From an optimization exercise on the open Yosys and OpenROAD flow, aimed at small area; shortcuts taken in it are not production practice.
The RTL was checked by simulation tests, not by an equivalence proof against the original design.
Power figures rest on the tool's default switching activity, not on a simulated workload.

==> design/flow/design.v <==
module adder #
(
  parameter ADDER_BITS = 8
)
(
  input                         clock,
  input                         reset,
  input                         rd_fire,
  input                         rd_first,
  input        [ADDER_BITS-1:0] rd_data,
  output       [ADDER_BITS-1:0] c_data
);
  logic [ADDER_BITS-1:0] acc;
  logic [ADDER_BITS-1:0] x;
  logic [ADDER_BITS-1:0] sum;
  logic   [ADDER_BITS:0] cy;
  assign x = acc & {ADDER_BITS{~rd_first}};
  assign cy[0] = 1'b0;
  for (genvar i = 0; i < ADDER_BITS; i++) begin : g_rc
    assign sum[i] = x[i] ^ rd_data[i] ^ cy[i];
    assign cy[i+1] = (x[i] & rd_data[i]) | (cy[i] & (x[i] ^ rd_data[i]));
  end
  always_ff @(posedge clock)
    if (reset | rd_fire)
      acc <= reset ? '0 : sum;
  assign c_data = acc;
endmodule
module csr #
 (parameter HOST_ADDR_BITS = 8,
  parameter HOST_DATA_BITS = 32
)
(
  input                         clock,
  input                         reset,
  input                         host_req_valid,
  input                         host_req_opcode,
  input    [HOST_ADDR_BITS-1:0] host_req_addr,
  input    [HOST_DATA_BITS-1:0] host_req_value,
  output                        host_req_deq,
  output                        host_resp_valid,
  output logic [HOST_DATA_BITS-1:0] host_resp_bits,
  output                        launch,
  input                         finish,
  input    [HOST_DATA_BITS-1:0] cycles,
  output   [HOST_DATA_BITS-1:0] length,
  output   [HOST_DATA_BITS-1:0] a_addr,
  output   [HOST_DATA_BITS-1:0] b_addr,
  output   [HOST_DATA_BITS-1:0] c_addr
);
  localparam NUM_REG = 6;
  logic rsp;
  always_ff @(posedge clock)
    if (reset)
      rsp <= 1'b0;
    else
      rsp <= host_req_valid & ~host_req_opcode & ~rsp;
  assign host_req_deq = host_req_valid & ~rsp;
  logic [HOST_DATA_BITS-1:0] rf [NUM_REG-1:0];
  logic        [NUM_REG-1:0] sel;
  logic [HOST_DATA_BITS-1:0] wdata;
  logic                      done;
  assign wdata = reset ? '0 : finish ? cycles : host_req_value;
  genvar i;
  for (i = 0; i < NUM_REG; i++) begin : g_reg
    wire hit = host_req_valid & ~rsp & (host_req_addr == i*4);
    wire wen = hit & host_req_opcode;
    always_ff @(posedge clock)
      if (reset)
        sel[i] <= 1'b0;
      else
        sel[i] <= hit & ~host_req_opcode;
    if (i == 0) begin : g_ctrl
      always_ff @(posedge clock)
        if (reset)
          done <= 1'b0;
        else if (finish)
          done <= 1'b1;
        else if (wen)
          done <= 1'b0;
      always_ff @(posedge clock)
        if (reset | wen)
          rf[i] <= wdata;
    end else if (i == 1) begin : g_cycles
      always_ff @(posedge clock)
        if (reset | finish | wen)
          rf[i] <= wdata;
    end else begin : g_plain
      always_ff @(posedge clock)
        if (reset | wen)
          rf[i] <= wdata;
    end
  end
  logic sel0_val, sel0_done;
  assign sel0_val = sel[0] & ~done;
  assign sel0_done = sel[0] & done;
  always_comb begin
    host_resp_bits = (rf[0] & {HOST_DATA_BITS{sel0_val}})
                   | {{(HOST_DATA_BITS-2){1'b0}}, sel0_done, 1'b0};
    for (int k = 1; k < NUM_REG; k++)
      host_resp_bits = host_resp_bits | (rf[k] & {HOST_DATA_BITS{sel[k]}});
  end
  assign host_resp_valid = rsp;
  assign launch = rf[0][0] & ~done;
  assign length = rf[2];
  assign a_addr = rf[3];
  assign b_addr = rf[4];
  assign c_addr = rf[5];
endmodule
module mmu #
(
  parameter MEM_LEN_BITS = 8,
  parameter MEM_ADDR_BITS = 32,
  parameter HOST_DATA_BITS = 32
)
(
  input                         clock,
  input                         reset,
  output                        mem_req_valid,
  output                        mem_req_opcode,
  output     [MEM_LEN_BITS-1:0] mem_req_len,
  output    [MEM_ADDR_BITS-1:0] mem_req_addr,
  output                        mem_wr_valid,
  input                         mem_rd_valid,
  output                        mem_rd_ready,
  input                         launch,
  output                        finish,
  output   [HOST_DATA_BITS-1:0] cycles,
  input    [HOST_DATA_BITS-1:0] length,
  input    [HOST_DATA_BITS-1:0] a_addr,
  input    [HOST_DATA_BITS-1:0] b_addr,
  input    [HOST_DATA_BITS-1:0] c_addr,
  output                        rd_fire,
  output                        rd_first
);
  logic s_idle, s_ra, s_da, s_rb, s_db, s_rc, s_dc, s_fin;
  logic [HOST_DATA_BITS-1:0] cnt;
  logic [HOST_DATA_BITS-1:0] cyc;
  logic                      last_q;
  logic                      op_l;
  logic [HOST_DATA_BITS-1:0] opnd;
  logic [HOST_DATA_BITS-1:0] sum;
  assign op_l = s_da | s_db;
  assign opnd = (a_addr & {HOST_DATA_BITS{s_ra}})
              | (b_addr & {HOST_DATA_BITS{s_rb}})
              | (c_addr & {HOST_DATA_BITS{s_rc}})
              | (~length & {HOST_DATA_BITS{op_l}})
              | {{(HOST_DATA_BITS-1){1'b0}}, s_dc};
  assign sum = opnd + cnt;
  always_ff @(posedge clock)
    if (op_l)
      last_q <= sum == {{(HOST_DATA_BITS-1){1'b1}}, 1'b0};
  localparam H = HOST_DATA_BITS / 2;
  logic                      cyc_wrap;
  logic [HOST_DATA_BITS-1:0] cyc_cy, cyc_inc;
  assign cyc_cy[0] = 1'b1;
  assign cyc_cy[H] = cyc_wrap;
  for (genvar i = 1; i < HOST_DATA_BITS; i++) begin : g_cy
    if (i != H) begin : g_rc
      assign cyc_cy[i] = cyc_cy[i-1] & cyc[i-1];
    end
  end
  assign cyc_inc = cyc ^ cyc_cy;
  always_ff @(posedge clock)
    if (reset)
      {s_idle, s_ra, s_da, s_rb, s_db, s_rc, s_dc, s_fin} <= 8'b1000_0000;
    else begin
      s_idle <= (s_idle & ~launch) | s_fin;
      s_ra   <= (s_idle & launch) | (s_dc & ~last_q);
      s_da   <= s_ra | (s_da & ~mem_rd_valid);
      s_rb   <= s_da & mem_rd_valid;
      s_db   <= s_rb | (s_db & ~mem_rd_valid);
      s_rc   <= s_db & mem_rd_valid;
      s_dc   <= s_rc;
      s_fin  <= s_dc & last_q;
    end
  always_ff @(posedge clock)
    if (reset | s_idle)
      cnt <= '0;
    else if (s_dc)
      cnt <= sum;
  always_ff @(posedge clock)
    if (reset | s_idle) begin
      cyc <= '1;
      cyc_wrap <= 1'b1;
    end else begin
      cyc <= cyc_inc;
      cyc_wrap <= (&cyc[H-1:1]) & ~cyc[0];
    end
  assign cycles = cyc;
  assign finish = s_fin;
  assign mem_req_valid = s_ra | s_rb | s_rc;
  assign mem_req_opcode = s_rc;
  assign mem_req_len = 'd0;
  assign mem_req_addr = sum;
  assign mem_rd_ready = op_l;
  assign mem_wr_valid = s_dc;
  assign rd_fire = mem_rd_ready & mem_rd_valid;
  assign rd_first = s_da;
endmodule
module accel #
( parameter HOST_ADDR_BITS = 8,
  parameter HOST_DATA_BITS = 32,
  parameter MEM_LEN_BITS = 8,
  parameter MEM_ADDR_BITS = 32,
  parameter MEM_DATA_BITS = 64
)
(
  input                         clock,
  input                         reset,
  input                         host_req_valid,
  input                         host_req_opcode,
  input    [HOST_ADDR_BITS-1:0] host_req_addr,
  input    [HOST_DATA_BITS-1:0] host_req_value,
  output                        host_req_deq,
  output                        host_resp_valid,
  output   [HOST_DATA_BITS-1:0] host_resp_bits,
  output                        mem_req_valid,
  output                        mem_req_opcode,
  output     [MEM_LEN_BITS-1:0] mem_req_len,
  output    [MEM_ADDR_BITS-1:0] mem_req_addr,
  output                        mem_wr_valid,
  output    [MEM_DATA_BITS-1:0] mem_wr_bits,
  input                         mem_rd_valid,
  input     [MEM_DATA_BITS-1:0] mem_rd_bits,
  output                        mem_rd_ready
);
  localparam ADDER_BITS = 8;
  logic                      launch;
  logic                      finish;
  logic [HOST_DATA_BITS-1:0] cycles;
  logic [HOST_DATA_BITS-1:0] length;
  logic [HOST_DATA_BITS-1:0] a_addr;
  logic [HOST_DATA_BITS-1:0] b_addr;
  logic [HOST_DATA_BITS-1:0] c_addr;
  logic                      rd_fire;
  logic                      rd_first;
  logic     [ADDER_BITS-1:0] c_data;
  csr #
  (
    .HOST_ADDR_BITS(HOST_ADDR_BITS),
    .HOST_DATA_BITS(HOST_DATA_BITS)
  )
  c
  (
    .clock           (clock),
    .reset           (reset),
    .host_req_valid  (host_req_valid),
    .host_req_opcode (host_req_opcode),
    .host_req_addr   (host_req_addr),
    .host_req_value  (host_req_value),
    .host_req_deq    (host_req_deq),
    .host_resp_valid (host_resp_valid),
    .host_resp_bits  (host_resp_bits),
    .launch          (launch),
    .finish          (finish),
    .cycles          (cycles),
    .length          (length),
    .a_addr          (a_addr),
    .b_addr          (b_addr),
    .c_addr          (c_addr)
  );
  adder #
  (
    .ADDER_BITS(ADDER_BITS)
  )
  a
  (
    .clock    (clock),
    .reset    (reset),
    .rd_fire  (rd_fire),
    .rd_first (rd_first),
    .rd_data  (mem_rd_bits[ADDER_BITS-1:0]),
    .c_data   (c_data)
  );
  mmu #
  (
    .MEM_LEN_BITS(MEM_LEN_BITS),
    .MEM_ADDR_BITS(MEM_ADDR_BITS),
    .HOST_DATA_BITS(HOST_DATA_BITS)
  )
  m
  (
    .clock          (clock),
    .reset          (reset),
    .mem_req_valid  (mem_req_valid),
    .mem_req_opcode (mem_req_opcode),
    .mem_req_len    (mem_req_len),
    .mem_req_addr   (mem_req_addr),
    .mem_wr_valid   (mem_wr_valid),
    .mem_rd_valid   (mem_rd_valid),
    .mem_rd_ready   (mem_rd_ready),
    .launch         (launch),
    .finish         (finish),
    .cycles         (cycles),
    .length         (length),
    .a_addr         (a_addr),
    .b_addr         (b_addr),
    .c_addr         (c_addr),
    .rd_fire        (rd_fire),
    .rd_first       (rd_first)
  );
  assign mem_wr_bits = {{(MEM_DATA_BITS-ADDER_BITS){1'b0}}, c_data};
endmodule
==> design/flow/flow/run.sh <==
#!/bin/bash
set -euo pipefail
bash standard.sh BUFFER_PORTS_ARGS="-buffer_cell sky130_fd_sc_hd__buf_1" SKIP_REPAIR_TIE_FANOUT=1 finish > standard.log 2>&1
==> design/flow/standard.sh <==
#!/bin/bash
# synth_recipe.tcl (not shown) runs the flow's synth.tcl, then flattens the netlist and writes it again
# the make line also repeats each setting of config.mk as NAME=value (left out here)
make -C /OpenROAD-flow-scripts/flow DESIGN_CONFIG=/design/flow/config.mk WORK_HOME=/design/flow/orfs CLKGATE_MAP_FILE= SYNTH_SCRIPT=/design/flow/synth_recipe.tcl "${@:-finish}"
==> design/flow/config.mk <==
export PLATFORM = sky130hd
export DESIGN_NAME = accel
export DESIGN_NICKNAME = accel
export VERILOG_FILES = /design/flow/design.v
export SDC_FILE = /design/flow/constraint.sdc
export NUM_CORES = 4
export LEC_CHECK = 0
export CAP_MARGIN = 20
export CORE_MARGIN = 2
export CORE_UTILIZATION = 60
export CTS_CLUSTER_DIAMETER = 100
export CTS_CLUSTER_SIZE = 25
export SLEW_MARGIN = 20
==> design/flow/constraint.sdc <==
create_clock -name core_clock -period 5.0 [get_ports {clock}]
set_input_delay 1.0000 -clock core_clock [delete_from_list [all_inputs] [get_ports {clock}]]
set_output_delay 1.0000 -clock core_clock [all_outputs]
set_load 0.01 [all_outputs]
==> results_dict.tcl, run 1 <==
set metrics [dict create \
    antenna_found_initial 0 \
    clk_latency_ns 0.49 \
    place_area_um2 13900 \
    fillers 1712 \
    io_buffer_count 130 \
    min_period_ns 4.85 \
    fin_nets 1342 \
    fin_area_um2 14700 \
    hp-class "reg -> reg" \
    clockBufferDepth 3 \
    hold_buffers 0 \
    endpoint_kind "primary output" \
    vias 9306 \
    wl_um 33700 \
    cts_sinks 282 \
    postRouteAntennaNets 0 \
    core_area_um2 22000 \
    synth_cell_types 68 \
    status "no timing/DRC/antenna violations" \
    die-area_um2 23700 \
    layout.area.seq_um2 7670 \
    syn2layout_area_growth_pct 8.65 \
    cap_viol_max_count 0 \
    vdd_drop_max_mv 0.271 \
    maxSlewHeadroom_pct 37.9 \
    numCtsBuffers 15 \
    cellPowerDensity_nw_per_um2 315 \
    path_max_fanout 17 \
    start_util_pct 61.4 \
    finalSetupViolations 0 \
    fmax_mhz 206 \
    grt_pass1_wl_um 51100 \
    p_leak_nw 5.25 \
    syn_inst 1101 \
    final_util_pct 66.8 \
    grt_pass1_vias 9064 \
    synth-main-ff-cell "edfxtp_1" \
    synth.net_count 1279 \
    ys_seq_area_share_pct 56.8 \
    vias_per_cell 6.41 \
    gp_congestion 0.832 \
    finalCritPeriodShare_pct 97.0 \
    crit_arrival_ns 3.85 \
    synth_area_per_cell_um2 12.3 \
    htreeDepth 1 \
    diodes 0 \
    cp.required_ns 4.00 \
    hpwlAfterDp_um 21900 \
    track_usage_pct 27.8 \
    skew_ns 0.0174 \
    clock-root-buffer "clkbuf_16" \
    cts_tree "done" \
    crit_type "reg -> out" \
    die_w_um 154 \
    die_h_um 154 \
    wl_per_cell_um 23.2 \
    synth_area_um2 13500 \
    drc 0 \
    overflow 0 \
    drt_first_iter_violations 1331 \
    async_reset_ff_share_pct 0 \
    ys_warn_count 4 \
    io_pins 251 \
    drv_slew 0 \
    tightest_slew_ns 0.931 \
    grt_max_degree 65 \
    hold_violations 0 \
    worst_setup_path_start_kind "flop" \
    dr.pass1.iters 9 \
    multi_input_area_um2 5290 \
    clk_pin_slew_ns 0.10 \
    row_count 54 \
    synth-edff-count 201 \
    drive_gt1_share_pct 10.5 \
    p_total_mw 4.62 \
    synth_seq_cells 282 \
]
layer usage:
layer,GRT usage [%],share of wire [%]
met1,41.2,44
met2,45.3,46
met3,2.85,8.2
met4,5.21,1.6
met5,0,0
synth_stat cells (3+ instances only):
master / instances / area [um^2]
a31oi_1: 5 / 31.3
o211ai_1: 6 / 45.0
xor2_1: 5 / 43.8
o21bai_1: 6 / 45.0
ha_1: 62 / 776
a21o_1: 21 / 158
a222oi_1: 93 / 931
nor3b_1: 8 / 60.1
dfxtp_1: 81 / 1620
clkbuf_1: 59 / 221
edfxtp_1: 201 / 6040
xnor2_1: 21 / 184
a21oi_1: 26 / 130
inv_1: 21 / 78.8
nand2b_1: 6 / 37.5
and3_1: 3 / 18.8
a211oi_1: 7 / 52.6
nor3_1: 4 / 20.0
buf_4: 64 / 480
fa_1: 7 / 140
o21a_1: 3 / 22.5
and2_1: 6 / 37.5
nand3_1: 7 / 35.0
nand4_1: 12 / 75.1
nand2_1: 59 / 221
buf_1: 4 / 15.0
o21ai_0: 47 / 235
nor2_1: 94 / 353
or3_1: 33 / 206
nor2b_1: 18 / 113
mux2i_1: 60 / 601
and4_1: 3 / 26.3
state kept, by name, indices dropped and copies added, names as in the netlist, 6 cells and up:
| name | flops |
|---|---|
| m.cyc | 32 |
| a.acc | 8 |
| m.cnt | 32 |
| c.sel | 6 |
| c.rf | 192 |
repair_timing:
action	CTS	global route
setup buffers	2	13
setup endpoints to repair	5	13
resized for setup	9	50
pin swaps	4	23
worst paths after layout:
kind | from | cells past startpoint | slack, ns | end
max | m.s_ra | 12 | 0.15 | mem_req_addr[30]
min | m.cyc[0] | 1 | 0.45 | m.cyc[0]
max reg2reg | m.s_da | 16 | 0.65 | m.last_q
min reg2reg | m.cyc[0] | 1 | 0.45 | m.cyc[0]
worst max-delay path, stage by stage, from the launching register on:
cell      delay, ns
dfxtp_4        0.39
buf_4          0.16
buf_4          0.21
a222oi_1       0.38
o21ai_1        0.15
ha_1           0.40
nand4_1        0.16
or4_1          0.48
a21o_1         0.16
nand4_1        0.20
a41oi_1        0.19
xnor2_1        0.28
buf_2          0.19
layout make-up:
| type | instances | area share [%] |
|---|---|---|
| multi-input combinational | 669 | 36.1 |
| clock inverter | 3 | 0.162 |
| timing repair buffer | 175 | 5.74 |
| sequential | 282 | 52.3 |
| inverter | 21 | 0.538 |
| tap | 280 | 2.39 |
| clock buffer | 22 | 2.74 |
layout by cell type, fill, tap and decap left out, types with 3 or more instances in the layout:
cell type / netlist / layout
o21ai_0: 47 / 29
o21bai_4: 0 / 5
edfxtp_1: 201 / 201
nor2_1: 94 / 92
or3_1: 33 / 33
mux2i_1: 60 / 60
dfxtp_1: 81 / 70
nand4_1: 12 / 12
nor3_1: 4 / 4
dfxtp_2: 0 / 10
fa_1: 7 / 6
a31oi_1: 5 / 4
ha_2: 0 / 7
buf_4: 64 / 44
ha_4: 0 / 3
clkbuf_16: 0 / 15
nand3_1: 7 / 5
nor2b_1: 18 / 16
o21ai_1: 1 / 17
a211oi_1: 7 / 5
xnor2_1: 21 / 19
o211ai_1: 6 / 6
a21oi_1: 26 / 25
o21a_1: 3 / 3
and3_1: 3 / 3
buf_1: 4 / 127
inv_1: 21 / 21
a21o_1: 21 / 20
a222oi_1: 93 / 93
nand2b_1: 6 / 5
nor3b_1: 8 / 8
clkbuf_1: 59 / 7
and2_1: 6 / 6
ha_1: 62 / 52
and4_1: 3 / 3
nand2_1: 59 / 59
xor2_1: 5 / 5
power breakdown:
group / switching [mW] / total [mW] / internal (mW)
Sequential: 0.0765 / 2.75 / 2.68
Combinational: 0.355 / 0.562 / 0.207
Clock: 0.733 / 1.31 / 0.574
Total: 1.16 / 4.62 / 3.46
logic make-up after synthesis:
kind of cell / share of synthesized area [%]
muxes: 4.45
and+or+nand+nor: 9.78
xor gates and xnor gates: 1.69
other: 0.0278
AOI/OAI and AO/OA: 14.5
buffers and inverters: 5.97
DFF: 56.8
adders and majority gates: 6.79
per-stage QoR:
stage | instances | setup slack [ns] | hold WS [ns] | setup TNS, ns
after floorplan | 1101 | 0.532 | 0.383 | 0
after global placement | 1412 | 0.360 | 0.434 | 0
after detailed placement | 1412 | 0.366 | 0.431 | 0
after CTS | 1439 | 0.000553 | 0.454 | 0
after global routing | 1452 | -0.0210 | 0.464 | -0.0210
final | 1452 | 0.152 | 0.452 | 0
==> inputs of run 2 (changes only) <==
--- a/design/flow/config.mk
+++ b/design/flow/config.mk
@@ -10,2 +10,3 @@
 export CORE_UTILIZATION = 60
+export CTS_BUF_LIST = sky130_fd_sc_hd__clkbuf_8 sky130_fd_sc_hd__clkbuf_16
 export CTS_CLUSTER_DIAMETER = 100
==> run 2 against run 1 <==
Area after synthesis did not move. First-iteration DRC count rose by 5.7%. Sequential share of layout area did not move. Utilization did not move. Cell count did not move. Combinational power barely moved. Clock power barely moved. Via count rose by 0.18%.
==> results_dict.tcl, run 2 <==
set metrics [dict create \
    status "no timing/DRC/antenna violations" \
    cp.required_ns 4.00 \
    start_util_pct 61.4 \
    numCtsBuffers 15 \
    tightest_slew_ns 0.931 \
    cap_viol_max_count 0 \
    synth_simple_gate_area_share_pct 9.78 \
    core_area_um2 22000 \
    drv_slew 0 \
    die_w_um 154 \
    synth-main-ff-cell "edfxtp_1" \
    clk_pin_slew_ns 0.10 \
    synth.most_common_cell "edfxtp_1" \
    row_count 54 \
    p_total_mw 4.61 \
    synth-edff-count 201 \
    slowest_delay_ns 0.48 \
    finalCritPeriodShare_pct 97.0 \
    syn_inst 1101 \
    wl_um 33700 \
    async_reset_ff_share_pct 0 \
    diodes 0 \
    synth-xor-area-share_pct 1.69 \
    wl_per_cell_um 23.2 \
    final_common_cell "edfxtp_1" \
    drc 0 \
    dr.pass1.iters 8 \
    grt_pass1_vias 9070 \
    synth_compound_area_share_pct 14.5 \
    die_h_um 154 \
    skew_ns 0.0183 \
    hp-class "reg -> reg" \
    layout_common_cells "edfxtp_1, buf_1, a222oi_1" \
    critPathSlowestCell "or4_1" \
    ys_seq_area_share_pct 56.8 \
    vias 9323 \
    finalNonFillerCells 1452 \
    antenna_found_initial 0 \
    synth_top_area_share_pct 44.7 \
    synth_area_per_cell_um2 12.3 \
    io_pins 251 \
    synth_seq_cells 282 \
    cts_tree "done" \
    crit_type "reg -> out" \
    min_period_ns 4.85 \
    endpoint_kind "primary output" \
    htreeDepth 1 \
    synth_top_family_by_area "compound AO/OA/AOI/OAI gates" \
    synth_area_um2 13500 \
    synthTopCellsByArea "edfxtp_1, dfxtp_1, a222oi_1, ha_1, mux2i_1" \
    worst_setup_path_start_kind "flop" \
    finalSetupViolations 0 \
    yosys.area.top_type "edfxtp_1" \
    fmax_mhz 206 \
    clk_latency_ns 0.49 \
    drt_first_iter_violations 1407 \
    vias_per_cell 6.42 \
    fillers 1712 \
    crit_arrival_ns 3.85 \
    path_cells "buf_4 > buf_4 > a222oi_1 > o21ai_1 > ha_1 > nand4_1 > or4_1 > a21o_1 > nand4_1 > a41oi_1 > xnor2_1 > buf_2" \
    regMostFlops "c.rf" \
    synthAdderAreaFrac_pct 6.79 \
    path_max_fanout 17 \
    postRouteAntennaNets 0 \
    synth.area.mux_share_pct 4.45 \
    final_util_pct 66.8 \
    vdd_drop_max_mv 0.269 \
    grt_pass1_wl_um 51100 \
    clockBufferDepth 3 \
    fin_nets 1342 \
    track_usage_pct 27.8 \
    cellPowerDensity_nw_per_um2 315 \
    syn2layout_area_growth_pct 8.65 \
    hpwlAfterDp_um 21900 \
    io_buffer_count 130 \
    largest_reg_flops 192 \
    overflow 0 \
    dp_cells 1412 \
    worst_hold_slack_ns 0.451 \
    grt_max_degree 65 \
    top_regs "c.rf x192, m.cnt x32, m.cyc x32" \
    cts_sinks 282 \
    synthTopCellsByCount "edfxtp_1, nor2_1, a222oi_1" \
    clock-root-buffer "clkbuf_16" \
    ys_warn_count 4 \
    synth_cell_types 68 \
    gp_congestion 0.832 \
    hold_violations 0 \
    drive_gt1_share_pct 10.5 \
    synth.net_count 1279 \
    hold_buffers 0 \
    p_leak_nw 5.28 \
    maxSlewHeadroom_pct 37.9 \
    die-area_um2 23700 \
]
run 2: what timing repair did:
action,CTS,global route
pin swaps,4,23
setup endpoints to repair,5,13
buffers inserted,2,13
hold endpoints to repair,0,0
gates resized for setup,9,50
cloned,0,0
run 2: cell type report:
cell class	instances	area (um^2)	area share [%]
Inverter	21	78.8	0.538
Tap cell	280	350	2.39
Multi-Input combinational cell	669	5290	36.1
Clock inverter	10	50.0	0.341
Clock buffer	15	375	2.56
Sequential cell	282	7670	52.3
Timing Repair Buffer	175	842	5.74
run 2: kinds of logic (layout without fill, tap and decap cells):
family | after synthesis | count (layout)
mux | 60 | 60
fa+ha+maj | 69 | 69
compound gates | 247 | 247
buf+inv | 150 | 221
xor+xnor | 26 | 26
simple gates | 266 | 266
flops | 282 | 282
other cells | 1 | 1
run 2: metrics by stage:
stage | cell area (um^2) | worst slack, ns | TNS (ns)
finish | 14700 | 0.152 | 0
detailed placement | 13900 | 0.366 | 0
global placement | 13900 | 0.360 | 0
CTS | 14400 | 0.000553 | 0
floorplan | 13500 | 0.532 | 0
global route | 14700 | -0.0210 | -0.0210
run 2: worst max-delay path: cells and delay by family, from the launching register on:
| kind | cells | cell delay, ns |
|---|---|---|
| compound gates | 4 | 0.88 |
| simple gates | 3 | 0.84 |
| buf+inv | 3 | 0.56 |
| fa+ha+maj | 1 | 0.40 |
| flops | 1 | 0.39 |
| xor+xnor | 1 | 0.28 |
run 2: per-layer routing:
metal / routed length [um] / track usage (%) / vias to the layer above
met5: 0 / 0 / -
met4: 505 / 5.21 / 0
met3: 2820 / 2.85 / 37
met2: 15700 / 45.3 / 433
met1: 14700 / 41.2 / 4520
li1: - / - / 4333
run 2: worst paths after layout:
path | start | to | slack, ns | depth (start not counted)
worst max-delay path | m.s_ra | mem_req_addr[30] | 0.15 | 12
worst min-delay path | m.cyc[0] | m.cyc[0] | 0.45 | 1
worst max register to register | m.s_da | m.last_q | 0.60 | 16
worst min register to register | m.cyc[0] | m.cyc[0] | 0.45 | 1
run 2: report_power, final:
| part | total (mW) | internal [mW] | switching [mW] |
|---|---|---|---|
| combinational | 0.562 | 0.207 | 0.355 |
| sequential | 2.75 | 2.68 | 0.0769 |
| clock | 1.30 | 0.560 | 0.738 |
| total | 4.61 | 3.44 | 1.17 |

## static timing again, ports no longer ideal
No port has a modelled driver above. Below, the same layouts with a new extraction and two added sets of constraints. Step 1 (the two cells are an assumption about what drives the block):
set clk [get_ports {clock}]
set_driving_cell -lib_cell sky130_fd_sc_hd__clkbuf_16 $clk
set_driving_cell -lib_cell sky130_fd_sc_hd__buf_2 [delete_from_list [all_inputs] $clk]
Step 2 moves the port delays by t, midway between the first and last clock arrival at a register: inputs arrive t later, outputs are due t later. That takes back most of the time a late clock gives input paths. Slacks: ideal ports / drivers / drivers and shift; pairs: ideal ports / drivers.
run | t, ns | setup slack, ns | hold WS [ns] | worst data-port slew with drivers (ns)
run 1 | 0.530 | 0.152 / 0.104 / 0.633 | 0.452 / 0.452 / 0.452 | 0.04
run 2 | 0.530 | 0.152 / 0.104 / 0.599 | 0.451 / 0.451 / 0.451 | 0.04
After both steps every run listed still meets setup and hold.
